This is an optimization exercise on Yosys and OpenROAD, whose aim is a short achievable clock period and few clock cycles, not a production implementation. Function was checked by simulation only, so behaviour that the tests miss may differ from the original. Power figures rest on the tool's default switching activity, not on a simulated workload.

==> design/flow/design.v <==
`timescale 1ns / 1ps
module rd_dec #(parameter W = 2) (input [W-1:0] s, output [(1<<W)-1:0] o);
    assign o = 1 << s;
endmodule
module rd_or #(parameter N = 4) (input [N-1:0] sel, input [N-1:0] d, output y);
    assign y = |(sel & d);
endmodule
module rd_bit (input [4:0] s, input [31:0] d, output y);
    wire [3:0] lo;
    wire [7:0] hi;
    wire [7:0] grp;
    rd_dec #(2) dlo (s[1:0], lo);
    rd_dec #(3) dhi (s[4:2], hi);
    genvar g;
    generate for (g = 0; g < 8; g = g + 1) begin : grps
        rd_or #(4) m (lo, d[4*g+3:4*g], grp[g]);
    end endgenerate
    rd_or #(8) mo (hi, grp, y);
endmodule
module rd_orn #(parameter N = 4) (input [N-1:0] sel, input [N-1:0] dn, output y);
    assign y = |(sel & ~dn);
endmodule
module rd_port (input [1023:0] r, input [4:0] s, output [31:0] y);
    genvar b, j;
    generate for (b = 0; b < 32; b = b + 1) begin : bits
        wire [31:0] d;
        for (j = 0; j < 32; j = j + 1) begin : dj
            assign d[j] = r[32*j+b];
        end
        rd_bit m (s, d, y[b]);
    end endgenerate
endmodule
module addr_add (input [10:0] a, input [10:0] b, output [8:0] w);
    wire [10:0] s = a + b;
    assign w = s[10:2];
endmodule
module rd_quadn (input [4:0] s, input [127:0] dn, output [3:0] y);
    wire [3:0] lo;
    wire [7:0] hi;
    rd_dec #(2) dlo (s[1:0], lo);
    rd_dec #(3) dhi (s[4:2], hi);
    genvar b, g;
    generate for (b = 0; b < 4; b = b + 1) begin : bits
        wire [7:0] grp;
        for (g = 0; g < 8; g = g + 1) begin : grps
            rd_orn #(4) m (lo, dn[32*b+4*g+3:32*b+4*g], grp[g]);
        end
        rd_or #(8) mo (hi, grp, y[b]);
    end endgenerate
endmodule
`timescale 1ns / 1ps
module mips_singlecycle (
        input clk, rst,
        output [8:0]  imem_addr,
        input  [31:0] imem_rdata,
        output [8:0]  dmem_addr,
        output [31:0] dmem_wdata,
        output        dmem_we,
        input  [31:0] dmem_rdata,
        input  [4:0]  dbg_sel,
        output [31:0] dbg_data
    );
    localparam NF = 32;          
    localparam NB = 5;           
    localparam PFD = 9'd24;      
    reg  [8:0]  pc;
    reg  [8:0]  pf;              
    reg         tm_r;            
    reg         dok_r;           
    wire [8:0]  pfm1 = pf - 9'd1;
    reg  [31:0] rf [1:31];
    reg         a_wen, b_wen;    
    reg  [4:0]  a_rd, b_rd;
    reg         a_ld, b_ld;      
    reg  [1:0]  a_sel, b_sel;    
    reg         a_sub, b_sub;    
    reg  [31:0] a_x, a_y, b_x, b_y;
    reg  [10:0] l_base, l_imm;
    reg         s_v;             
    reg  [10:0] s_base, s_imm;
    reg  [31:0] s_data;
    reg         sb_v;
    reg  [8:0]  sb_a;
    reg  [31:0] sb_d;
    reg         bv;          
    reg         bf;          
    reg         bm;          
    reg         bp;          
    reg  [8:0]  balt;        
    reg  [4:0]  bra, brb;
    reg  [NB-1:0] bent;      
    reg  [NF-1:0] fd_v, fd_c, fd_o, fd_pt;
    reg  [8-NB:0] fd_tag [0:NF-1];
    reg  [10:0]   fd_val [0:NF-1];
    reg  [4:0]    fd_ra  [0:NF-1];
    reg  [4:0]    fd_rb  [0:NF-1];
    reg  [4:0]    fd_rd  [0:NF-1];
    reg  [NF-1:0] fd_wen, fd_ld, fd_st, fd_sub;
    reg  [1:0]    fd_sel [0:NF-1];
    reg           pu_v, pu_t;
    reg  [NB-1:0] pu_e;
    function [31:0] alu(input [31:0] x, input [31:0] y, input [1:0] sel, input sub);
        reg [31:0] yy;
        reg [31:0] s;
        reg        lt;
        begin
            yy = y ^ {32{sub}};
            s  = x + yy + {31'b0, sub};
            lt = (x[31] ^ y[31]) ? x[31] : s[31];
            case (sel)
                2'd0: alu = s;
                2'd1: alu = x & y;
                2'd2: alu = x | y;
                default: alu = {31'b0, lt};
            endcase
        end
    endfunction
    function eqk(input [31:0] x, input [31:0] y, input [1:0] sel, input sub, input ld, input [31:0] k);
        reg [31:0] yy, z, c;
        reg [31:0] s;
        reg        lt;
        begin
            yy = y ^ {32{sub}};
            z  = x ^ yy ^ k;
            c  = {(x[30:0] & yy[30:0]) | ((x[30:0] ^ yy[30:0]) & ~k[30:0]), sub};
            s  = x + yy + {31'b0, sub};
            lt = (x[31] ^ y[31]) ? x[31] : s[31];
            if (ld)
                eqk = ld_fb ? sb_d == k : dmem_rdata == k;
            else case (sel)
                2'd0: eqk = z == c;
                2'd1: eqk = (x & y) == k;
                2'd2: eqk = (x | y) == k;
                default: eqk = k == {31'b0, lt};
            endcase
        end
    endfunction
    wire [8:0]  l_addr, s_addr;
    addr_add ladd (l_base, l_imm, l_addr);
    addr_add sadd (s_base, s_imm, s_addr);
    wire        has_ld = a_ld || b_ld;
    function addr_eq(input [10:0] a, input [10:0] b, input [8:0] k);
        reg [10:0] kk, z, c;
        reg [1:0]  lo;
        begin
            lo = a[1:0] + b[1:0];                
            kk = {k, lo};
            z  = a ^ b ^ kk;
            c  = {(a[9:0] & b[9:0]) | ((a[9:0] ^ b[9:0]) & ~kk[9:0]), 1'b0};
            addr_eq = z[10:2] == c[10:2];
        end
    endfunction
    wire        ld_fb   = sb_v && addr_eq(l_base, l_imm, sb_a);
    wire [31:0] ld_data = ld_fb ? sb_d : dmem_rdata;
    wire        sb_vn  = has_ld ? (sb_v || s_v) : (sb_v && s_v);
    always @(posedge clk or posedge rst) begin
        if (rst) sb_v <= 1'b0;
        else     sb_v <= sb_vn;
    end
    always @(posedge clk) begin
        if (s_v && (has_ld || sb_v)) begin
            sb_a <= s_addr;
            sb_d <= s_data;
        end
    end
    wire [31:0] a_res = a_ld ? ld_data : alu(a_x, a_y, a_sel, a_sub);
    wire [31:0] b_res = b_ld ? ld_data : alu(b_x, b_y, b_sel, b_sub);
    reg  [31:1] rv;
    integer i;
    always @(posedge clk) begin
        for (i = 1; i < 32; i = i + 1)
            if (b_wen && b_rd == i) rf[i] <= b_res;
            else if (a_wen && a_rd == i) rf[i] <= a_res;
    end
    always @(posedge clk or posedge rst) begin
        if (rst) begin
            rv <= 31'b0;
        end else begin
            for (i = 1; i < 32; i = i + 1)
                if ((b_wen && b_rd == i) || (a_wen && a_rd == i)) rv[i] <= 1'b1;
        end
    end
    reg         da_wen, db_wen;
    reg  [4:0]  da_rd, db_rd;
    reg  [31:0] da_res, db_res;
    always @(posedge clk or posedge rst) begin
        if (rst) begin
            da_wen <= 1'b0;
            db_wen <= 1'b0;
        end else begin
            da_wen <= a_wen;
            db_wen <= b_wen;
        end
    end
    always @(posedge clk) begin
        da_rd  <= a_rd;
        db_rd  <= b_rd;
        da_res <= a_res;
        db_res <= b_res;
    end
    reg  [31:0] rfn [1:31];
    reg  [31:1] dv;              
    integer n;
    always @(posedge clk) begin
        for (n = 1; n < 32; n = n + 1)
            if (db_wen && db_rd == n) rfn[n] <= ~db_res;
            else if (da_wen && da_rd == n) rfn[n] <= ~da_res;
    end
    always @(posedge clk or posedge rst) begin
        if (rst) begin
            dv <= 31'b0;
        end else begin
            for (n = 1; n < 32; n = n + 1)
                if ((db_wen && db_rd == n) || (da_wen && da_rd == n)) dv[n] <= 1'b1;
        end
    end
    function [31:0] fwd(input [4:0] r, input [31:0] v);
        fwd = (b_wen && b_rd == r) ? b_res : (a_wen && a_rd == r) ? a_res : v;
    endfunction
    wire [1023:0] rflat;
    assign rflat[31:0] = 32'b0;
    genvar gj;
    generate for (gj = 1; gj < 32; gj = gj + 1) begin : rfl
        assign rflat[32*gj+31:32*gj] = rf[gj] & {32{rv[gj]}};
    end endgenerate
    wire [31:0] ka    = bm ? 32'b0 : b_x;         
    wire [31:0] kb    = bm ? 32'b0 : b_y;
    wire        ra_b  = b_wen && b_rd == bra;
    wire        ra_a  = !ra_b && a_wen && a_rd == bra;
    wire        rb_b  = b_wen && b_rd == brb;
    wire        rb_a  = !rb_b && a_wen && a_rd == brb;
    reg         b_eq;
    always @(*) begin
        if (!bf)        b_eq = a_x == a_y;
        else if (ra_b)  b_eq = eqk(b_x, b_y, b_sel, b_sub, b_ld, kb);
        else if (ra_a)  b_eq = eqk(a_x, a_y, a_sel, a_sub, a_ld, kb);
        else if (rb_b)  b_eq = eqk(b_x, b_y, b_sel, b_sub, b_ld, ka);
        else if (rb_a)  b_eq = eqk(a_x, a_y, a_sel, a_sub, a_ld, ka);
        else            b_eq = ka == kb;
    end
    wire        mp    = bv && (b_eq != bp);
    wire [31:0] ins = imem_rdata;
    wire [5:0]  op  = ins[31:26];
    wire [4:0]  i_rs = ins[25:21];
    wire [4:0]  i_rt = ins[20:16];
    wire [4:0]  i_rd = ins[15:11];
    wire [5:0]  fn   = ins[5:0];
    wire i_r    = (op == 6'h00);
    wire i_lw   = (op == 6'h23);
    wire i_sw   = (op == 6'h2B);
    wire i_beq  = (op == 6'h04);
    wire i_j    = (op == 6'h02);
    wire [4:0]  i_xrd  = i_r ? i_rd : i_rt;
    wire        i_wen  = (i_r && i_rd != 5'd0) || (i_lw && i_rt != 5'd0);
    wire [1:0]  i_sel  = fn[3] ? 2'd3 : fn[2] ? (fn[0] ? 2'd2 : 2'd1) : 2'd0;
    wire [8:0]  pc1   = pc + 9'd1;
    wire [8:0]  pc2   = pc + 9'd2;
    wire [8:0]  pc3   = pc + 9'd3;
    wire [8:0]  pcm1  = pc - 9'd1;
    wire [NB-1:0] i1 = pc[NB-1:0];
    wire [NB-1:0] i2 = pc1[NB-1:0];
    wire [NB-1:0] i0 = pcm1[NB-1:0];
    wire [NF-1:0] r2_v, r2_o, r2_c, r2_pt, r3_v, r3_o, r3_c;
    wire [NF-1:0] r0_v, r0_o, r0_w, r0_l, r0_s, r0_u;
    wire [8-NB:0] r2_tag [0:NF-1];
    wire [8:0]    r2_tgt [0:NF-1];
    wire [4:0]    r2_ra  [0:NF-1];
    wire [4:0]    r2_rb  [0:NF-1];
    wire [8-NB:0] r3_tag [0:NF-1];
    wire [8:0]    r3_tgt [0:NF-1];
    wire [8-NB:0] r0_tag [0:NF-1];
    wire [4:0]    r0_ra  [0:NF-1];
    wire [4:0]    r0_rb  [0:NF-1];
    wire [4:0]    r0_rd  [0:NF-1];
    wire [1:0]    r0_sel [0:NF-1];
    wire [10:0]   r0_val [0:NF-1];
    genvar gk;
    generate for (gk = 0; gk < NF; gk = gk + 1) begin : rot
        assign r2_v[gk]   = fd_v[(gk+1)%NF];
        assign r2_o[gk]   = fd_o[(gk+1)%NF];
        assign r2_c[gk]   = fd_c[(gk+1)%NF];
        assign r2_pt[gk]  = fd_pt[(gk+1)%NF];
        assign r2_tag[gk] = fd_tag[(gk+1)%NF];
        assign r2_tgt[gk] = fd_val[(gk+1)%NF][8:0];
        assign r2_ra[gk]  = fd_ra[(gk+1)%NF];
        assign r2_rb[gk]  = fd_rb[(gk+1)%NF];
        assign r3_v[gk]   = fd_v[(gk+2)%NF];
        assign r3_o[gk]   = fd_o[(gk+2)%NF];
        assign r3_c[gk]   = fd_c[(gk+2)%NF];
        assign r3_tag[gk] = fd_tag[(gk+2)%NF];
        assign r3_tgt[gk] = fd_val[(gk+2)%NF][8:0];
        assign r0_v[gk]   = fd_v[(gk+NF-1)%NF];
        assign r0_o[gk]   = fd_o[(gk+NF-1)%NF];
        assign r0_w[gk]   = fd_wen[(gk+NF-1)%NF];
        assign r0_l[gk]   = fd_ld[(gk+NF-1)%NF];
        assign r0_s[gk]   = fd_st[(gk+NF-1)%NF];
        assign r0_u[gk]   = fd_sub[(gk+NF-1)%NF];
        assign r0_tag[gk] = fd_tag[(gk+NF-1)%NF];
        assign r0_ra[gk]  = fd_ra[(gk+NF-1)%NF];
        assign r0_rb[gk]  = fd_rb[(gk+NF-1)%NF];
        assign r0_rd[gk]  = fd_rd[(gk+NF-1)%NF];
        assign r0_sel[gk] = fd_sel[(gk+NF-1)%NF];
        assign r0_val[gk] = fd_val[(gk+NF-1)%NF];
    end endgenerate
    wire [8-NB:0] ph  = pc[8:NB];
    wire [8-NB:0] php = ph + 1'b1;
    wire [8-NB:0] phm = ph - 1'b1;
    wire [NF-1:0] m0, m1, m2, m3;
    generate for (gk = 0; gk < NF; gk = gk + 1) begin : tagm
        assign m0[gk] = r0_v[gk] && r0_tag[gk] == (gk == 0 ? phm : ph);
        assign m1[gk] = fd_v[gk] && fd_tag[gk] == ph;
        assign m2[gk] = r2_v[gk] && r2_tag[gk] == (gk == NF-1 ? php : ph);
        assign m3[gk] = r3_v[gk] && r3_tag[gk] == (gk >= NF-2 ? php : ph);
    end endgenerate
    wire        h0    = m0[i1];
    wire        h2o   = m2[i1] && r2_o[i1];
    wire        h3o   = m3[i1] && r3_o[i1];
    wire        h1    = m1[i1];
    wire        h1c   = fd_c[i1];
    wire        h1o   = fd_o[i1];
    wire        h1p   = fd_pt[i1];
    wire [8:0]  h1t   = fd_val[i1][8:0];
    wire [4:0]  h1a   = fd_ra[i1];
    wire [4:0]  h1b   = fd_rb[i1];
    wire [4:0]  h1d   = fd_rd[i1];
    wire        h1w   = fd_wen[i1];
    wire        h1l   = fd_ld[i1];
    wire        h1s   = fd_st[i1];
    wire        h1u   = fd_sub[i1];
    wire [1:0]  h1sel = fd_sel[i1];
    wire [10:0] h1i   = fd_val[i1];
    wire [NB-1:0] h1e = i1;
    wire        h2    = m2[i1] && !r2_o[i1];
    wire        h2c   = h2 && r2_c[i1];
    wire        h2p   = r2_pt[i1];
    wire [8:0]  h2t   = r2_tgt[i1];
    wire [4:0]  h2a   = r2_ra[i1];
    wire [4:0]  h2b   = r2_rb[i1];
    wire [NB-1:0] h2e = i2;
    wire        h3    = m3[i1] && !r3_o[i1] && !r3_c[i1];
    wire [8:0]  h3t   = r3_tgt[i1];
    wire        h2u   = h2 && !h2c;
    wire [8:0]  f_nt  = h2u ? h2t : pc2;          
    wire [8:0]  f_nt2 = h3 ? h3t : pc3;           
    wire        tm    = tm_r;
    wire [8:0]  pfd   = pf - pc;                  
    wire        pf_ok = pfd != 9'd0 && !pfd[8];
    wire        pf_go = tm && dok_r;               
    wire [8:0]  ia    = pf_go ? pf : pc;
    wire [4:0]  rs    = tm ? r0_ra[i1]  : i_rs;
    wire [4:0]  rt    = tm ? r0_rb[i1]  : i_rt;
    wire [4:0]  x_rd  = tm ? r0_rd[i1]  : i_xrd;
    wire        x_wen = tm ? r0_w[i1]   : i_wen;
    wire        x_ld  = tm ? r0_l[i1]   : i_lw;
    wire        x_st  = tm ? r0_s[i1]   : i_sw;
    wire        x_sub = tm ? r0_u[i1]   : fn[1];
    wire [1:0]  x_sel = tm ? r0_sel[i1] : i_sel;
    wire [10:0] x_imm = tm ? r0_val[i1] : ins[10:0];
    wire        x_mem = x_ld || x_st;
    wire [31:0] rs_rf, rt_rf;
    rd_port prs (rflat, rs, rs_rf);
    rd_port prt (rflat, rt, rt_rf);
    wire [31:0] rs_v  = fwd(rs, rs_rf);
    wire [31:0] rt_v  = fwd(rt, rt_rf);
    wire [8:0]  btgt  = pc1 + ins[8:0];
    wire        b_nop = !tm && i_beq && ins[15:0] == 16'd0;      
    wire        b_alw = !tm && i_beq && i_rs == i_rt && !b_nop;  
    wire        b_cnd = !tm && i_beq && i_rs != i_rt && !b_nop;  
    wire        redir = !tm && (i_j || b_alw);
    wire [8:0]  r_tgt = i_j ? ins[8:0] : btgt;
    wire [31:0] ya_rf, yb_rf;
    rd_port pya (rflat, h1a, ya_rf);
    rd_port pyb (rflat, h1b, yb_rf);
    wire [31:0] ya_v  = fwd(h1a, ya_rf);
    wire [31:0] yb_v  = fwd(h1b, yb_rf);
    wire        y_dep = x_wen && (x_rd == h1a || x_rd == h1b);
    wire        nofold = redir || b_cnd;
    wire        use_u = h1 && !h1c && !h1o && !redir;
    wire        use_c = h1 && h1c && !nofold;
    wire        m_ok  = !(x_mem && (h1l || h1s)) || (x_ld && h1s && !sb_vn);
    wire        use_o = h1 && h1o && !nofold && !y_dep && m_ok;
    wire        h2a_k = h2a == 5'd0 || (x_wen && x_rd == h2a) || (h1w && h1d == h2a);
    wire        h2b_k = h2b == 5'd0 || (x_wen && x_rd == h2b) || (h1w && h1d == h2b);
    wire        h2a_w = h2a != 5'd0;              
    wire        h2b_w = h2b != 5'd0;
    wire        use_c2 = h2c && h2a_k && h2b_k && !(h2a_w && h2b_w);
    wire [8:0]  pf1   = pf + 9'd1;
    wire [8:0]  ia1   = pf_go ? pf1 : pc1;
    wire [8:0]  iam1  = pf_go ? pfm1 : pcm1;
    wire [NB-1:0] il  = iam1[NB-1:0];
    wire        hp    = r0_v[pf[NB-1:0]] && r0_tag[pf[NB-1:0]] == pfm1[8:NB];
    wire        known = pf_go ? hp : h0;
    wire        l_bnop = i_beq && ins[15:0] == 16'd0;
    wire        l_balw = i_beq && i_rs == i_rt && !l_bnop;
    wire        l_bcnd = i_beq && i_rs != i_rt && !l_bnop;
    wire [8:0]  pf_bt  = pf1 + ins[8:0];
    wire [8:0]  l_btgt = pf_go ? pf_bt : btgt;
    wire        l_unc = i_j || l_balw || l_bnop || (i_r && i_rd == 5'd0) || (i_lw && i_rt == 5'd0);
    wire        l_op  = !l_unc && (i_r || i_lw || i_sw);
    wire        pf_col = (pfm1[NB-1:0] == pc[NB-1:0]  && pfm1 != pc)  ||
                         (pfm1[NB-1:0] == pc1[NB-1:0] && pfm1 != pc1) ||
                         (pfm1[NB-1:0] == pc2[NB-1:0] && pfm1 != pc2);
    wire        learn = (l_unc || l_bcnd || l_op) && !known && (pf_go ? !pf_col : !tm);
    function tgt_o(input [8:0] t);
        reg [NB-1:0] lo;
        reg [8-NB:0] hi;
        begin
            lo = t[NB-1:0] - 1'b1;                
            hi = t[8:NB] - 1'b1;
            tgt_o = r0_v[t[NB-1:0]] && r0_o[t[NB-1:0]] &&
                    r0_tag[t[NB-1:0]] == (t[NB-1:0] == 0 ? hi : t[8:NB]) &&
                    !(learn && il == lo);
        end
    endfunction
    wire        o_h1t = tgt_o(h1t);
    wire        o_h2t = tgt_o(h2t);
    wire        o_h3t = tgt_o(h3t);
    wire        o_alt = tgt_o(balt);
    wire        o_pc1 = h1 && h1o;
    wire        o_pc2 = h2o;
    wire        o_pc3 = h3o;
    reg  [8:0]  pc_n;
    reg         tm_n;        
    always @(*) begin
        tm_n = 1'b0;
        if (mp)                 begin pc_n = balt; tm_n = o_alt; end
        else if (redir)         pc_n = r_tgt;
        else if (use_u)         begin pc_n = h1t; tm_n = o_h1t; end
        else if (use_c)         begin pc_n = h1p ? h1t : f_nt;
                                      tm_n = h1p ? o_h1t : h2u ? o_h2t : o_pc2; end
        else if (use_o)         begin pc_n = use_c2 ? (h2p ? h2t : f_nt2) : h2c ? pc2 : f_nt;
                                      tm_n = use_c2 ? (h2p ? o_h2t : h3 ? o_h3t : o_pc3) :
                                             h2c ? 1'b0 : h2u ? o_h2t : o_pc2; end
        else                    begin pc_n = pc1; tm_n = o_pc1; end
    end
    always @(posedge clk or posedge rst) begin
        if (rst) begin
            fd_v   <= {NF{1'b0}};
        end else begin
            if (pu_v) fd_pt[pu_e] <= pu_t;
            if (learn) begin
                fd_v[il]   <= 1'b1;
                fd_c[il]   <= l_bcnd;
                fd_o[il]   <= l_op;
                fd_pt[il]  <= 1'b0;
                fd_tag[il] <= iam1[8:NB];
            end
        end
    end
    always @(posedge clk) begin
        if (learn) begin
            fd_val[il] <= l_op ? ins[10:0] : {2'b0, i_j ? ins[8:0] : (l_balw || l_bcnd) ? l_btgt : ia1};
            fd_ra[il]  <= i_rs;
            fd_rb[il]  <= i_rt;
            fd_rd[il]  <= i_xrd;
            fd_wen[il] <= i_wen;
            fd_ld[il]  <= i_lw;
            fd_st[il]  <= i_sw;
            fd_sub[il] <= fn[1];
            fd_sel[il] <= i_sel;
        end
    end
    wire [8:0]  pf_jt = i_j ? ins[8:0] : pf_bt;
    wire [8:0]  pf_jd = pf_jt - pf;
    wire        pf_fj = (i_j || l_balw) && pf_jd != 9'd0 && !pf_jd[8];
    always @(posedge clk or posedge rst) begin
        if (rst) dok_r <= 1'b0;
        else     dok_r <= pf_ok && pfd <= PFD + 9'd2;
    end
    always @(posedge clk or posedge rst) begin
        if (rst)         pf <= 9'd1;
        else if (!pf_ok) pf <= pc1;
        else if (pf_go)  pf <= pf_fj ? pf_jt : pf1;
    end
    always @(posedge clk or posedge rst) begin
        if (rst) pu_v <= 1'b0;
        else     pu_v <= bv && bf;
    end
    always @(posedge clk) begin
        pu_t <= b_eq;
        pu_e <= bent;
    end
    always @(posedge clk or posedge rst) begin
        if (rst) tm_r <= 1'b0;
        else     tm_r <= tm_n;
    end
    always @(posedge clk or posedge rst) begin
        if (rst) begin
            pc    <= 9'd0;
            a_wen <= 1'b0;
            b_wen <= 1'b0;
            s_v   <= 1'b0;
            a_ld  <= 1'b0;
            b_ld  <= 1'b0;
            bv    <= 1'b0;
        end else begin
            pc    <= pc_n;
            a_wen <= !mp && x_wen;
            b_wen <= !mp && use_o && h1w;
            s_v   <= !mp && (x_st || (use_o && h1s));
            a_ld  <= !mp && x_ld;
            b_ld  <= !mp && use_o && h1l;
            bv    <= !mp && (b_cnd || use_c || (use_o && use_c2));
        end
    end
    always @(posedge clk) begin
        a_rd  <= x_rd;
        a_sub <= x_sub;
        a_sel <= x_sel;
        a_x   <= rs_v;
        a_y   <= rt_v;
        b_rd  <= h1d;
        b_sub <= h1u;
        b_sel <= h1sel;
        b_x   <= ya_v;
        b_y   <= yb_v;
        l_base <= x_ld ? rs_v[10:0] : ya_v[10:0];
        l_imm  <= x_ld ? x_imm : h1i;
        s_base <= x_st ? rs_v[10:0] : ya_v[10:0];
        s_imm  <= x_st ? x_imm : h1i;
        s_data <= x_st ? rt_v : yb_v;
        bf    <= !b_cnd;
        bm    <= !use_c;
        bp    <= b_cnd ? 1'b0 : use_c ? h1p : h2p;
        balt  <= b_cnd ? btgt : use_c ? (h1p ? f_nt : h1t) : (h2p ? f_nt2 : h2t);
        bra   <= use_c ? h1a : h2a;
        brb   <= use_c ? h1b : h2b;
        bent  <= use_c ? h1e : h2e;
    end
    assign imem_addr  = ia;
    assign dmem_addr  = has_ld ? l_addr : sb_v ? sb_a : s_addr;
    assign dmem_wdata = sb_v ? sb_d : s_data;
    assign dmem_we    = !has_ld && (sb_v || s_v);
    genvar gb, gr;
    generate for (gb = 0; gb < 8; gb = gb + 1) begin : dbg
        wire [127:0] d;
        for (gr = 0; gr < 128; gr = gr + 1) begin : r
            if (gr % 32 == 0) begin : z
                assign d[gr] = 1'b1;
            end else begin : v
                assign d[gr] = rfn[gr % 32][4*gb + gr / 32] | !dv[gr % 32];
            end
        end
        rd_quadn m (dbg_sel, d, dbg_data[4*gb+3:4*gb]);
    end endgenerate
endmodule
==> design/flow/run.sh <==
#!/bin/bash
# synth_recipe.tcl (not shown) runs the flow's synth.tcl, then flattens the netlist and writes it again
# the make line also repeats each setting of config.mk as NAME=value (left out here)
make -C /OpenROAD-flow-scripts/flow DESIGN_CONFIG=/design/flow/config.mk WORK_HOME=/design/flow/orfs CLKGATE_MAP_FILE= SYNTH_SCRIPT=/design/flow/synth_recipe.tcl finish
==> design/flow/config.mk <==
export PLATFORM = sky130hd
export DESIGN_NAME = mips_singlecycle
export DESIGN_NICKNAME = mips_singlecycle
export VERILOG_FILES = /design/flow/design.v
export SDC_FILE = /design/flow/constraint.sdc
export NUM_CORES = 8
export LEC_CHECK = 0
export ABC_CLOCK_PERIOD_IN_PS = 1000
export CAP_MARGIN = 30
export CORE_MARGIN = 2
export CORE_UTILIZATION = 35
export SETUP_SLACK_MARGIN = 4.5
export SLEW_MARGIN = 20
export SYNTH_HIERARCHICAL = 1
export SYNTH_MINIMUM_KEEP_SIZE = 0
==> design/flow/constraint.sdc <==
create_clock -name core_clock -period 10.5 [get_ports {clk}]
set_input_delay 2.1000 -clock core_clock [delete_from_list [all_inputs] [get_ports {clk}]]
set_output_delay 2.1000 -clock core_clock [all_outputs]
set_load 0.01 [all_outputs]
==> results.json, run 1 <==
{
  "status": "complete, no violations",
  "cp-start-kind": "flip-flop",
  "synth-xor-area-share_pct": 2.79,
  "synth-seq-cells": 3724,
  "via_per_inst": 6.85,
  "worst_hold_path_type": "flip-flop to flip-flop",
  "num_vias": 248000,
  "yosys_most_used_dff": "edfxtp_1",
  "rsz0062_at_grt": "true",
  "die_area_um2": 742000,
  "setup_tns_ns": 0,
  "syn_avg_cell_area_um2": 10.2,
  "finalSetupViolCount": 0,
  "clockBufferDepth": 4,
  "fmax_mhz": 159,
  "ant_nets": 0,
  "grt_pass1_wl_um": 1930000,
  "port_buffers": 153,
  "fin_crit_sh_pct": 60.0,
  "p_per_area_nw_per_um2": 294,
  "arrival_ns": 7.37,
  "synth_top_family_by_area": "simple AND/OR/NAND/NOR gates",
  "syn_inst": 25300,
  "clock_skew_ns": 0.160,
  "dp_hpwl_um": 944000,
  "ys_seq_area_share_pct": 41.9,
  "maxCapViolCount": 0,
  "setup_ws_ns": 4.20,
  "slew_headroom_pct": 21.7,
  "reg2reg_depth": 22,
  "synth-compound-area-share_pct": 18.8,
  "synth.distinct_cells": 134,
  "grt_overflow_total": 0,
  "yosysWarnings": 10,
  "wirelength_um": 1460000,
  "synth_top_area_cell": "edfxtp_1",
  "synthArstFlopShare_pct": 3.33,
  "cp_max_fo": 46,
  "final_common_cell": "edfxtp_1",
  "end_kind": "flip-flop",
  "final_hold_viol_count": 0,
  "place_inst": 34600,
  "areaGrowthSynthToFinish_pct": 16.5,
  "start_util_pct": 35.2,
  "core-area_um2": 732000,
  "syn_area_um2": 257000,
  "synthAdderAreaFrac_pct": 2.23,
  "clk_latency_ns": 1.21,
  "cts_buffers": 429,
  "place_area_um2": 276000,
  "synth_edf_count": 3273,
  "synth_top_area_share_pct": 38.2,
  "first_iter_violations": 48200,
  "grt_util_all_layers_pct": 37.2,
  "wire_per_inst_um": 40.5,
  "worst_pin_slew_ns": 1.17,
  "die_w_um": 861,
  "muxShareOfSynthArea_pct": 10.5,
  "postLayoutCellArea_um2": 300000,
  "reg2reg_setup_slack_ns": 4.20,
  "grt_pass1_vias": 224000,
  "fp.dieH_um": 861,
  "core.rowCount": 314,
  "fin_cells": 36100,
  "ir_drop_v": 0.000512,
  "htree_levels": 5,
  "drc": 0,
  "synth.area.top_cells": "edfxtp_1 (38%), a22oi_1 (9.1%), mux2i_1 (5.4%)",
  "preCtsSetupSlack_ns": 2.22,
  "path_class": "flip-flop to flip-flop",
  "final_util_pct": 41.0,
  "fin_nets": 26100,
  "post-route-min-period_ns": 6.30,
  "reg2reg_from": "pc[3]",
  "crit_path_start": "pc[3]",
  "yosys.area_share.simple_pct": 20.1,
  "p_leak_nw": 106,
  "endpoint": "tm_r",
  "antenna_found_initial": 158,
  "hold_buffers": 0,
  "root_buffer": "clkbuf_16",
  "cts_sinks": 3724,
  "io_pins": 154,
  "cts_tree": "built",
  "drt-pass1-iter-count": 17,
  "routabilityCongestion": 1.09,
  "cp_data_required_time_ns": 11.58,
  "worst_r2r_endpoint": "tm_r",
  "drive_gt1_share_pct": 18.1,
  "maxSlewViolCount": 0,
  "final_cell_mix": "edfxtp_1 (3,273), a22oi_1 (3,040), nand2_1 (1,886), nand2b_1 (1,817), nor2_1 (1,578)",
  "clkTransAtPathRegs_ns": 0.07,
  "grt_start_max_net_pins": 118
}
Yosys cell counts (239+ instances only):
cell type and number:
dfxtp_1 327, a21oi_1 1332, nand2_1 1910, a22o_1 256, inv_1 676, o21ai_0 461, nor2_1 1685, clkbuf_1 1247
a22oi_1 3127, nand2b_1 1864, mux4_2 463, nand4_1 366, xor2_1 390, and3b_2 408, ha_1 239, nor3b_1 421
and2_1 1049, mux2i_1 1380, o2111ai_2 257, xnor2_1 419, edfxtp_1 3273, nor3_1 307
flip-flops by register name, summed over array words and instances (netlist names), 64 cells and up:
signal	flops
rf	992
rfn	992
fd_val	352
fd_ra	160
fd_rb	160
fd_rd	160
fd_tag	128
fd_sel	64
per-module statistics from Yosys (local to each module, per instance), a selection:
module            cells inside  cell area (µm²)
mips_singlecycle         18400           210000
addr_add                    45              365
critical path, stage by stage, from the launching register on:
cell       delay, ns
dfrtp_4         0.61
buf_12          0.26
nor2b_4         0.36
buf_4           0.36
nand2_2         0.25
o22ai_1         0.24
a221o_1         0.20
nor3_1          0.10
a21oi_4         0.37
inv_2           0.15
ha_1            0.23
buf_4           0.24
a22oi_2         0.21
o211ai_1        0.14
o2111ai_1       0.15
o221ai_1        0.17
a2111oi_2       0.44
nand3_1         0.27
xnor2_1         0.21
a211o_1         0.25
a2111o_1        0.44
a41o_1          0.27
o31ai_2         0.20
how the worst min path moves through the flow:
| stage | endpoint | depth (start not counted) | start |
|---|---|---|---|
| final | sb_d[1] | 0 | s_data[1] |
| after global routing | pu_e[3] | 0 | bent[3] |
| after CTS | pu_e[3] | 0 | bent[3] |
| after detailed placement | sb_d[1] | 0 | s_data[1] |
| after global placement | sb_d[1] | 0 | s_data[1] |
| after floorplan | pu_e[0] | 0 | bent[0] |
cell families (layout without fill, tap and decap cells):
| group | count (synthesis) | count (layout) |
|---|---|---|
| other cells | 2 | 427 |
| buf+inv | 2326 | 2933 |
| compound gates | 6621 | 6623 |
| xor+xnor | 813 | 813 |
| simple gates | 9314 | 9351 |
| flops | 3724 | 3724 |
| mux | 2082 | 2082 |
| fa+ha+maj | 377 | 377 |
per-stage QoR:
| stage | power, mW | hold slack (ns) |
|---|---|---|
| finish | 88.2 | 0.448 |
| global route | 89.4 | 0.419 |
| CTS | 84.2 | 0.434 |
| detailed placement | 66.1 | 0.418 |
| global placement | 65.6 | 0.420 |
| floorplan | 47.4 | 0.310 |
layer usage:
| metal | vias to the layer above | routed length [µm] | global-route usage, % |
|---|---|---|---|
| met5 | - | 946 | 0.519 |
| met4 | 76 | 130000 | 26.2 |
| met3 | 5895 | 223000 | 14.8 |
| met2 | 23000 | 582000 | 51.4 |
| met1 | 121000 | 526000 | 47.1 |
| li1 | 97200 | - | - |
power breakdown:
group          internal (mW)  total, mW  switching, mW
combinational           16.7       53.1           36.4
clock                   8.99       16.1           7.11
sequential              17.5       19.0           1.44
what timing repair did:
item | 4_1_cts | 5_1_grt
gates resized for setup | 618 | 291
hold endpoints to repair | 0 | 0
setup endpoints to repair | 1694 | 525
buffers inserted | 209 | 85
pin swaps | 102 | 124
gates cloned | 70 | 26
area by class of cell:
class	count	area, µm²
repair inverters	8	77.6
clock inverters	252	2990
fillers	70200	432000
repair buffers	1435	15500
diodes	267	668
flip-flops and latches	3724	108000
inverters	687	2780
multi-input cells	19400	146000
well taps	9796	12300
clock buffers	551	11600
Testbench counts, summed over its fixed seeds: cycles 98,907.
==> inputs of run 2 (changes only) <==
--- a/design/flow/design.v
+++ b/design/flow/design.v
@@ -48,6 +48,11 @@
         rd_or #(8) mo (hi, grp, y[b]);
     end endgenerate
 endmodule
+module idx_reg #(parameter W = 5) (input clk, input rst, input [W-1:0] d, output reg [W-1:0] q);
+    always @(posedge clk or posedge rst)
+        if (rst) q <= {W{1'b0}};
+        else     q <= d;
+endmodule
 `timescale 1ns / 1ps
 module mips_singlecycle (
         input clk, rst,
@@ -258,6 +263,7 @@
     wire [8:0]  pc3   = pc + 9'd3;
     wire [8:0]  pcm1  = pc - 9'd1;
     wire [NB-1:0] i1 = pc[NB-1:0];
+    wire [NB-1:0] ix, iy, iz, im;                
     wire [NB-1:0] i2 = pc1[NB-1:0];
     wire [NB-1:0] i0 = pcm1[NB-1:0];
     wire [NF-1:0] r2_v, r2_o, r2_c, r2_pt, r3_v, r3_o, r3_c;
@@ -312,33 +318,33 @@
         assign m2[gk] = r2_v[gk] && r2_tag[gk] == (gk == NF-1 ? php : ph);
         assign m3[gk] = r3_v[gk] && r3_tag[gk] == (gk >= NF-2 ? php : ph);
     end endgenerate
-    wire        h0    = m0[i1];
-    wire        h2o   = m2[i1] && r2_o[i1];
-    wire        h3o   = m3[i1] && r3_o[i1];
-    wire        h1    = m1[i1];
-    wire        h1c   = fd_c[i1];
-    wire        h1o   = fd_o[i1];
-    wire        h1p   = fd_pt[i1];
-    wire [8:0]  h1t   = fd_val[i1][8:0];
-    wire [4:0]  h1a   = fd_ra[i1];
-    wire [4:0]  h1b   = fd_rb[i1];
-    wire [4:0]  h1d   = fd_rd[i1];
-    wire        h1w   = fd_wen[i1];
-    wire        h1l   = fd_ld[i1];
-    wire        h1s   = fd_st[i1];
-    wire        h1u   = fd_sub[i1];
-    wire [1:0]  h1sel = fd_sel[i1];
-    wire [10:0] h1i   = fd_val[i1];
-    wire [NB-1:0] h1e = i1;
-    wire        h2    = m2[i1] && !r2_o[i1];
-    wire        h2c   = h2 && r2_c[i1];
-    wire        h2p   = r2_pt[i1];
-    wire [8:0]  h2t   = r2_tgt[i1];
-    wire [4:0]  h2a   = r2_ra[i1];
-    wire [4:0]  h2b   = r2_rb[i1];
+    wire        h0    = m0[im];
+    wire        h2o   = m2[im] && r2_o[iz];
+    wire        h3o   = m3[im] && r3_o[iz];
+    wire        h1    = m1[im];
+    wire        h1c   = fd_c[iy];
+    wire        h1o   = fd_o[iy];
+    wire        h1p   = fd_pt[iy];
+    wire [8:0]  h1t   = fd_val[iy][8:0];
+    wire [4:0]  h1a   = fd_ra[iy];
+    wire [4:0]  h1b   = fd_rb[iy];
+    wire [4:0]  h1d   = fd_rd[iy];
+    wire        h1w   = fd_wen[iy];
+    wire        h1l   = fd_ld[iy];
+    wire        h1s   = fd_st[iy];
+    wire        h1u   = fd_sub[iy];
+    wire [1:0]  h1sel = fd_sel[iy];
+    wire [10:0] h1i   = fd_val[iy];
+    wire [NB-1:0] h1e = im;
+    wire        h2    = m2[im] && !r2_o[iz];
+    wire        h2c   = h2 && r2_c[iz];
+    wire        h2p   = r2_pt[iz];
+    wire [8:0]  h2t   = r2_tgt[iz];
+    wire [4:0]  h2a   = r2_ra[iz];
+    wire [4:0]  h2b   = r2_rb[iz];
     wire [NB-1:0] h2e = i2;
-    wire        h3    = m3[i1] && !r3_o[i1] && !r3_c[i1];
-    wire [8:0]  h3t   = r3_tgt[i1];
+    wire        h3    = m3[im] && !r3_o[iz] && !r3_c[iz];
+    wire [8:0]  h3t   = r3_tgt[iz];
     wire        h2u   = h2 && !h2c;
     wire [8:0]  f_nt  = h2u ? h2t : pc2;          
     wire [8:0]  f_nt2 = h3 ? h3t : pc3;           
@@ -347,15 +353,15 @@
     wire        pf_ok = pfd != 9'd0 && !pfd[8];
     wire        pf_go = tm && dok_r;               
     wire [8:0]  ia    = pf_go ? pf : pc;
-    wire [4:0]  rs    = tm ? r0_ra[i1]  : i_rs;
-    wire [4:0]  rt    = tm ? r0_rb[i1]  : i_rt;
-    wire [4:0]  x_rd  = tm ? r0_rd[i1]  : i_xrd;
-    wire        x_wen = tm ? r0_w[i1]   : i_wen;
-    wire        x_ld  = tm ? r0_l[i1]   : i_lw;
-    wire        x_st  = tm ? r0_s[i1]   : i_sw;
-    wire        x_sub = tm ? r0_u[i1]   : fn[1];
-    wire [1:0]  x_sel = tm ? r0_sel[i1] : i_sel;
-    wire [10:0] x_imm = tm ? r0_val[i1] : ins[10:0];
+    wire [4:0]  rs    = tm ? r0_ra[ix]  : i_rs;
+    wire [4:0]  rt    = tm ? r0_rb[ix]  : i_rt;
+    wire [4:0]  x_rd  = tm ? r0_rd[ix]  : i_xrd;
+    wire        x_wen = tm ? r0_w[ix]   : i_wen;
+    wire        x_ld  = tm ? r0_l[ix]   : i_lw;
+    wire        x_st  = tm ? r0_s[ix]   : i_sw;
+    wire        x_sub = tm ? r0_u[ix]   : fn[1];
+    wire [1:0]  x_sel = tm ? r0_sel[ix] : i_sel;
+    wire [10:0] x_imm = tm ? r0_val[ix] : ins[10:0];
     wire        x_mem = x_ld || x_st;
     wire [31:0] rs_rf, rt_rf;
     rd_port prs (rflat, rs, rs_rf);
@@ -433,6 +439,10 @@
                                              h2c ? 1'b0 : h2u ? o_h2t : o_pc2; end
         else                    begin pc_n = pc1; tm_n = o_pc1; end
     end
+    idx_reg #(NB) cx (clk, rst, pc_n[NB-1:0], ix);
+    idx_reg #(NB) cy (clk, rst, pc_n[NB-1:0], iy);
+    idx_reg #(NB) cz (clk, rst, pc_n[NB-1:0], iz);
+    idx_reg #(NB) cm (clk, rst, pc_n[NB-1:0], im);
     always @(posedge clk or posedge rst) begin
         if (rst) begin
             fd_v   <= {NF{1'b0}};
==> run 2 against run 1 <==
Now fails the layout checks on antenna violations; first-iteration DRC count decreased by 2.1%; setup slack got worse by 0.23 ns; utilization decreased by 0.26 points; global-route usage decreased by 0.053 points; combinational power increased by 31%; clock-buffer cell count increased by 55; hold slack got worse by 0.12 ns; critical endpoint unchanged; highest routed layer unchanged.
==> results.json, run 2 <==
{
  "synth.distinct_cells": 122,
  "rsz0062_at_grt": "true",
  "synth_top_area_share_pct": 38.0,
  "yosysMostFrequentCell": "edfxtp_1",
  "first_iter_violations": 47200,
  "core.rowCount": 315,
  "yosysWarnings": 11,
  "status": "complete, but fails checks",
  "ir_drop_v": 0.000496,
  "yosys_most_used_dff": "edfxtp_1",
  "clockBufferDepth": 4,
  "fin_crit_sh_pct": 62.2,
  "synth-seq-cells": 3744,
  "maxSlewViolCount": 0,
  "drive_gt1_share_pct": 17.8,
  "cts_tree": "built",
  "cp_max_fo": 46,
  "maxCapViolCount": 0,
  "register_area_um2": 109000,
  "grt_start_max_net_pins": 158,
  "cp_data_required_time_ns": 11.54,
  "wire_per_inst_um": 40.2,
  "drt-pass1-iter-count": 14,
  "end_kind": "flip-flop",
  "slew_headroom_pct": 21.1,
  "htree_levels": 5,
  "top_regs": "rf: 992 flops, rfn: 992 flops, fd_val: 352 flops",
  "violations": "antenna violations",
  "finalSetupViolCount": 0,
  "synth_edf_count": 3273,
  "hold_buffers": 0,
  "areaGrowthSynthToFinish_pct": 15.9,
  "place_inst": 35100,
  "synth.area.top_cells": "edfxtp_1 (38%), a22oi_1 (9.3%), mux2i_1 (5.3%)",
  "port_buffers": 153,
  "final_hold_viol_count": 0,
  "dp_hpwl_um": 930000,
  "post-route-min-period_ns": 6.53,
  "cts_sinks": 3744,
  "p_leak_nw": 108,
  "syn_inst": 25700,
  "nFillCells": 71100,
  "cp-start-kind": "flip-flop",
  "power_mw": 107,
  "synth_common_cells": "edfxtp_1 (3,273), a22oi_1 (3,192), nand2_1 (1,918), nand2b_1 (1,913), nor2_1 (1,674)",
  "die_w_um": 864,
  "grt_overflow_total": 0,
  "via_per_inst": 6.80,
  "start_util_pct": 35.1,
  "wirelength_um": 1470000,
  "drc": 0,
  "worst_pin_slew_ns": 1.18,
  "fin_cells": 36600,
  "ant_nets": 2,
  "grt_pass1_vias": 227000,
  "antenna_found_initial": 153,
  "multi_input_area_um2": 147000,
  "path_class": "flip-flop to flip-flop",
  "arrival_ns": 7.57,
  "io_pins": 154,
  "root_buffer": "clkbuf_16",
  "die_area_um2": 746000,
  "worst_hold_path_type": "flip-flop to flip-flop",
  "syn_area_um2": 259000,
  "clk_latency_ns": 1.18,
  "p_per_area_nw_per_um2": 357,
  "syn_avg_cell_area_um2": 10.1,
  "final_common_cell": "edfxtp_1",
  "clkTransAtPathRegs_ns": 0.07,
  "cts_buffers": 432,
  "grt_pass1_wl_um": 1950000,
  "clock_skew_ns": 0.161,
  "core-area_um2": 736000,
  "setup_tns_ns": 0,
  "grt_util_all_layers_pct": 37.2,
  "fmax_mhz": 153,
  "ys_seq_area_share_pct": 41.9,
  "routabilityCongestion": 1.05,
  "synth_top_area_cell": "edfxtp_1",
  "synthArstFlopShare_pct": 3.85,
  "final_cell_mix": "edfxtp_1 (3,273), a22oi_1 (3,127), nand2_1 (1,897), nand2b_1 (1,863), nor2_1 (1,532)",
  "num_vias": 249000,
  "fp.dieH_um": 864,
  "final_util_pct": 40.7,
  "fin_nets": 26500
}
## run 2: cell types whose count changed after synthesis, moves of 49 or more
cell,delta
a22o_1,-92
and3_1,+170
a22oi_1,+65
a21oi_1,+67
a221oi_1,-65
clkbuf_1,+122
nand2b_1,+49
nand3_1,+208
## run 2: through the flow
step	area (µm²)	hold WS, ns	setup WS, ns
after global routing	299000	0.341	4.08
after detailed placement	278000	0.314	1.90
final	300000	0.330	3.97
after CTS	296000	0.326	4.12
after global placement	277000	0.317	1.30
after floorplan	260000	0.310	4.37
## run 2: logic make-up after synthesis
family | synth area share [%]
simple gates | 21.0
compound gates | 18.2
flops | 41.9
buf+inv | 3.49
mux | 10.4
xor+xnor | 2.77
fa+ha+maj | 2.20
other cells | 0.00290
## run 2: where the power goes
part | internal, mW | switching [mW] | total (mW) | leakage (nW)
logic | 21.3 | 48.6 | 69.8 | 66.8
clock network | 8.75 | 7.12 | 15.9 | 7.07
registers | 18.9 | 2.29 | 21.2 | 33.9
## run 2: worst paths after layout
path	start	to	slack, ns	depth (start not counted)
worst max-delay path	cy.q[3]	tm_r	3.97	18
worst min-delay path	bent[0]	pu_e[0]	0.33	0
worst max register to register	cy.q[3]	tm_r	3.97	18
worst min register to register	bent[0]	pu_e[0]	0.33	0
max in group asynchronous	rst	dv[31]	6.27	5
min in group asynchronous	rst	cm.q[3]	1.57	3
## run 2: metal layers
layer  up-vias  GRT usage [%]  part of all wire [%]
met5         -          0.216                 0.062
met4        70           28.9                   9.5
met3      6017           13.6                    14
met2     22600           52.5                    41
met1    122000           45.9                    36
li1      98500              -                     -
## run 2: Yosys stat by module, one instance, submodules excluded, excerpt
module | area, µm² | copies in the design | flops+latches | cells
mips_singlecycle | 210000 | 1 | 3724 | 18800
addr_add | 365 | 2 | 0 | 45
## run 2: cell type report
cell class                      count  area share (%)
Inverter                          642           0.855
Clock buffer                      606            4.12
Timing Repair Buffer             1447            4.78
Multi-Input combinational cell  19800            48.9
Clock inverter                    208           0.700
Antenna cell                      326           0.272
Sequential cell                  3744            36.2
Tap cell                         9827            4.10
Timing Repair inverter             10          0.0217
## run 2: what timing repair did
action	in CTS	in global routing
buffers inserted	173	80
pin swaps	97	110
gates cloned	51	30
endpoints found under the hold margin	0	0
setup endpoints to repair	1434	655
resized for setup	549	295
## run 2: worst max-delay path, cell delays in order, from the launching register on
cell	delay (ns)
dfrtp_4	0.65
buf_4	0.56
buf_4	0.58
mux4_2	0.39
mux2i_1	0.18
o22ai_1	0.15
a211oi_4	0.33
buf_12	0.29
inv_1	0.36
nor2_1	0.74
a22o_1	0.26
nand2_1	0.05
nand4_1	0.10
a211o_1	0.14
o21ai_0	0.40
xnor2_1	0.32
or4_1	0.54
o311ai_1	0.10
mux2_2	0.21
Testbench counts of run 2, summed over its fixed seeds: cycles 98,907.
==> inputs of run 3 (changes only) <==
--- a/design/flow/design.v
+++ b/design/flow/design.v
@@ -407,15 +407,16 @@
                          (pfm1[NB-1:0] == pc1[NB-1:0] && pfm1 != pc1) ||
                          (pfm1[NB-1:0] == pc2[NB-1:0] && pfm1 != pc2);
     wire        learn = (l_unc || l_bcnd || l_op) && !known && (pf_go ? !pf_col : !tm);
+    wire [NF-1:0] r0_vo = r0_v & r0_o;
+    wire [NB-1:0] il1   = il + 1'b1;              
     function tgt_o(input [8:0] t);
-        reg [NB-1:0] lo;
-        reg [8-NB:0] hi;
+        reg [8-NB:0] tg, hi;
         begin
-            lo = t[NB-1:0] - 1'b1;                
-            hi = t[8:NB] - 1'b1;
-            tgt_o = r0_v[t[NB-1:0]] && r0_o[t[NB-1:0]] &&
-                    r0_tag[t[NB-1:0]] == (t[NB-1:0] == 0 ? hi : t[8:NB]) &&
-                    !(learn && il == lo);
+            tg = r0_tag[t[NB-1:0]];
+            hi = t[8:NB] - 1'b1;                  
+            tgt_o = r0_vo[t[NB-1:0]] &&
+                    (t[NB-1:0] == 0 ? tg == hi : tg == t[8:NB]) &&
+                    !(learn && il1 == t[NB-1:0]);
         end
     endfunction
     wire        o_h1t = tgt_o(h1t);
==> run 3 against run 2 <==
Combinational power is 21% lower; register-to-register slack better by 0.27 ns; final cell count is 0.20% lower; hold slack worse by 0.0028 ns; now clean on timing, DRC and antenna; wire length is 1.4% higher; maximum frequency is 2.7% higher; utilization is 0.23 points higher; die area is 0.35% lower; clock power is 4% higher.
==> results.json, run 3 <==
{
  "worst_r2r_endpoint": "s_data[31]",
  "synthAdderAreaFrac_pct": 2.13,
  "synth-compound-area-share_pct": 17.8,
  "clock_skew_ns": 0.112,
  "first_iter_violations": 44500,
  "setup_tns_ns": 0,
  "fin_nets": 26500,
  "register_area_um2": 109000,
  "path_common_cell": "buf_16",
  "routabilityCongestion": 1.06,
  "cts_sinks": 3744,
  "die_area_um2": 743000,
  "areaGrowthSynthToFinish_pct": 16.7,
  "final_common_cell": "edfxtp_1",
  "synth_top_family_by_area": "simple AND/OR/NAND/NOR gates",
  "syn_inst": 25500,
  "whs_endpoint": "pu_e[2]",
  "antenna_found_initial": 175,
  "drc": 0,
  "grt_pass1_wl_um": 1980000,
  "reg2reg_setup_slack_ns": 4.24,
  "holdPathStages": 0,
  "core-area_um2": 735000,
  "p_clk_share_pct": 18.1,
  "wirelength_um": 1490000,
  "syn_area_um2": 258000,
  "cp_slowest_stage_delay_ns": 0.53,
  "grt_overflow_total": 0,
  "port_buffers": 153,
  "final_hold_viol_count": 0,
  "via_per_inst": 6.76,
  "cp_top_family": "buffers and inverters",
  "synth_common_cells": "edfxtp_1 (3,273), a22oi_1 (3,149), nand2_1 (1,913), nand2b_1 (1,888), nor2_1 (1,686)",
  "worstHoldStart": "bent[2]",
  "ant_nets": 0,
  "cp_data_required_time_ns": 8.40,
  "grt_start_max_net_pins": 138,
  "fmax_mhz": 157,
  "drt-pass1-iter-count": 10,
  "ir_drop_v": 0.000429,
  "multi_input_area_um2": 146000,
  "fin_hold_ws_ns": 0.327,
  "muxShareOfSynthArea_pct": 10.8,
  "slowest_stage": "nand4_1",
  "die_w_um": 862,
  "root_buffer": "clkbuf_16",
  "finalSetupViolCount": 0,
  "final_cell_mix": "edfxtp_1 (3,273), a22oi_1 (3,063), nand2_1 (1,893), nand2b_1 (1,844), nor2_1 (1,533)",
  "synth-seq-cells": 3744,
  "yosysMostFrequentCell": "edfxtp_1",
  "worst_pin_slew_ns": 1.24,
  "worst_hold_path_type": "flip-flop to flip-flop",
  "switchingPower_mw": 47.1,
  "fp.dieH_um": 862,
  "worst-path-buf-inv": 6,
  "dp_hpwl_um": 959000,
  "rsz0062_at_grt": "true",
  "comb_power_share_pct": 60.4,
  "status": "complete, no violations",
  "fin_crit_sh_pct": 60.6,
  "crit_chain": "buf_16 > buf_12 > buf_16 > nor2_4 > clkbuf_16 > buf_4 > nand2b_1 > o2111ai_2 > a22oi_1 > nand4_1 > buf_2",
  "slew_headroom_pct": 17.4,
  "cts_buffers": 438,
  "yosys_most_used_dff": "edfxtp_1",
  "htree_levels": 5,
  "maxCapViolCount": 0,
  "clockBufferDepth": 4,
  "wire_per_inst_um": 40.8,
  "cp_max_fo": 12,
  "synth.area.top_cells": "edfxtp_1 (38%), a22oi_1 (9.2%), mux2i_1 (5.6%)",
  "post-route-min-period_ns": 6.36,
  "reg2reg_depth": 21,
  "start_util_pct": 35.1,
  "synth_top_area_share_pct": 38.1,
  "core.rowCount": 315,
  "arrival_ns": 4.26,
  "synthArstFlopShare_pct": 3.85,
  "synth.distinct_cells": 113,
  "reg2reg_from": "cx.q[2]",
  "end_kind": "primary output",
  "num_vias": 247000,
  "synth_edf_count": 3273,
  "preCtsSetupSlack_ns": 2.31,
  "nFillCells": 70800,
  "grt_pass1_vias": 227000,
  "power_mw": 91.5,
  "io_pins": 154,
  "p_sw_share_pct": 51.5,
  "yosysWarnings": 11,
  "p_per_area_nw_per_um2": 304,
  "maxSlewViolCount": 0,
  "top_regs": "rf: 992 flops, rfn: 992 flops, fd_val: 352 flops",
  "synth-xor-area-share_pct": 2.77,
  "ys_seq_area_share_pct": 42.1,
  "p_int_mw": 44.4,
  "cts_tree": "built",
  "clkTransAtPathRegs_ns": 0.06,
  "synth_top_area_cell": "edfxtp_1",
  "p_leak_nw": 108,
  "clk_latency_ns": 1.16,
  "grt_util_all_layers_pct": 38.2,
  "syn_avg_cell_area_um2": 10.1,
  "setup_ws_ns": 4.14,
  "cp-start-kind": "primary input",
  "drive_gt1_share_pct": 18.6,
  "seqPwrFrac_pct": 21.5,
  "yosys.area_share.simple_pct": 20.9,
  "path_class": "primary input to primary output"
}
[run 3: cell count changes after synthesis, sizes merged, moves of 22 or more]
cell	previous run	this run
nand3b	51	27
a22o	164	208
nand2b	1913	1888
a2111oi	70	45
xor2	396	370
and3	363	284
a22oi	3192	3149
nor4	144	174
nand4	376	354
clkbuf	1369	1315
a21oi	1402	1291
mux2i	1375	1435
[run 3: layout make-up]
class / count / area share [%]
sequential: 3744 / 36.1
tap: 9827 / 4.09
timing repair buffer: 1564 / 5.07
inverter: 647 / 0.867
antenna: 294 / 0.244
multi-input combinational: 19600 / 48.6
clock buffer: 560 / 3.98
timing repair inverter: 7 / 0.0150
clock inverter: 268 / 1.05
[run 3: how the worst max path moves through the flow]
stage / startpoint / endpoint / cells past startpoint
2_1_floorplan: imem_rdata[31] / fd_ra[16][0] / 9
3_3_place_gp: imem_rdata[29] / cz.q[4] / 16
3_5_place_dp: imem_rdata[29] / pc[7] / 16
4_1_cts: dbg_sel[1] / dbg_data[22] / 10
5_1_grt: dbg_sel[0] / dbg_data[17] / 10
6_report: dbg_sel[0] / dbg_data[16] / 11
[run 3: Yosys stat by module (local to each module, per instance), excerpt]
| module | copies in the design | flops+latches |
|---|---|---|
| addr_add | 2 | 0 |
| mips_singlecycle | 1 | 3724 |
[run 3: kinds of logic (layout without fill, tap and decap cells)]
kind of cell,Yosys count,in the layout
XOR/XNOR,813,813
buffers and inverters,2287,3046
adder cells (fa/ha/maj),356,356
AND/OR/NAND/NOR,9735,9770
flip-flops,3744,3744
multiplexers,2159,2162
other,2,454
AO/OA/AOI/OAI,6372,6373
[run 3: per-stage QoR]
stage / cell area [µm²] / std cells / util, %
2_1_floorplan: 259000 / 25600 / -
3_3_place_gp: 277000 / 34900 / 37.6
3_5_place_dp: 278000 / 35000 / 37.8
4_1_cts: 297000 / 36100 / 40.4
5_1_grt: 300000 / 36400 / 40.9
6_report: 301000 / 36500 / 40.9
[run 3: repair_timing]
action,in CTS,in global routing
hold buffers,0,0
cloned,47,21
setup endpoints to repair,1677,917
resized for setup,571,305
pin swaps,114,146
buffers inserted,182,129
[run 3: routing by layer]
layer	up-vias	track usage, %	part of all wire (%)
li1	97900	-	-
met1	122000	47.2	36
met2	21600	55.8	42
met3	5602	11.7	13
met4	56	29.1	9.4
met5	-	0.0256	0.028
[run 3: power by group through the flow]
stage	clock [mW]	combinational, mW	sequential, mW
floorplan	0	29.9	18.8
global placement	0	49.5	20.2
detailed placement	0	50.0	20.1
CTS	16.6	51.6	19.6
global route	17.1	56.3	19.6
finish	16.6	55.2	19.6
Testbench counts of run 3, summed over its fixed seeds: cycles 98,907.

[afterwards: timing with drivers on the ports]
Ports are ideal in the flow. The routed layouts listed here were re-timed in OpenROAD. Step 1, drivers: a clkbuf_16 drives clk and a buf_2 each remaining input, both assumed. Step 2 also shifts input and output timing later by t, the mid clock arrival at the registers, as if the neighbouring blocks saw the same clock. a / b / c = ideal / step 1 / step 2; a / b = the first two.
| run | shift t [ns] | slack for setup (ns) | worst setup path after step 2 | pins driven straight from the clock port |
|---|---|---|---|---|
| run 1 | 1.254 | 4.204 / 4.133 / 3.506 | input to register | 1 |
| run 2 | 1.255 | 3.972 / 3.972 / 3.263 | input to register | 1 |
| run 3 | 1.252 | 4.141 / 3.922 / 3.350 | input to register | 1 |
The setup slack of run 3, which loses most, moves by -0.219 ns with the drivers and by -0.791 ns with both steps.
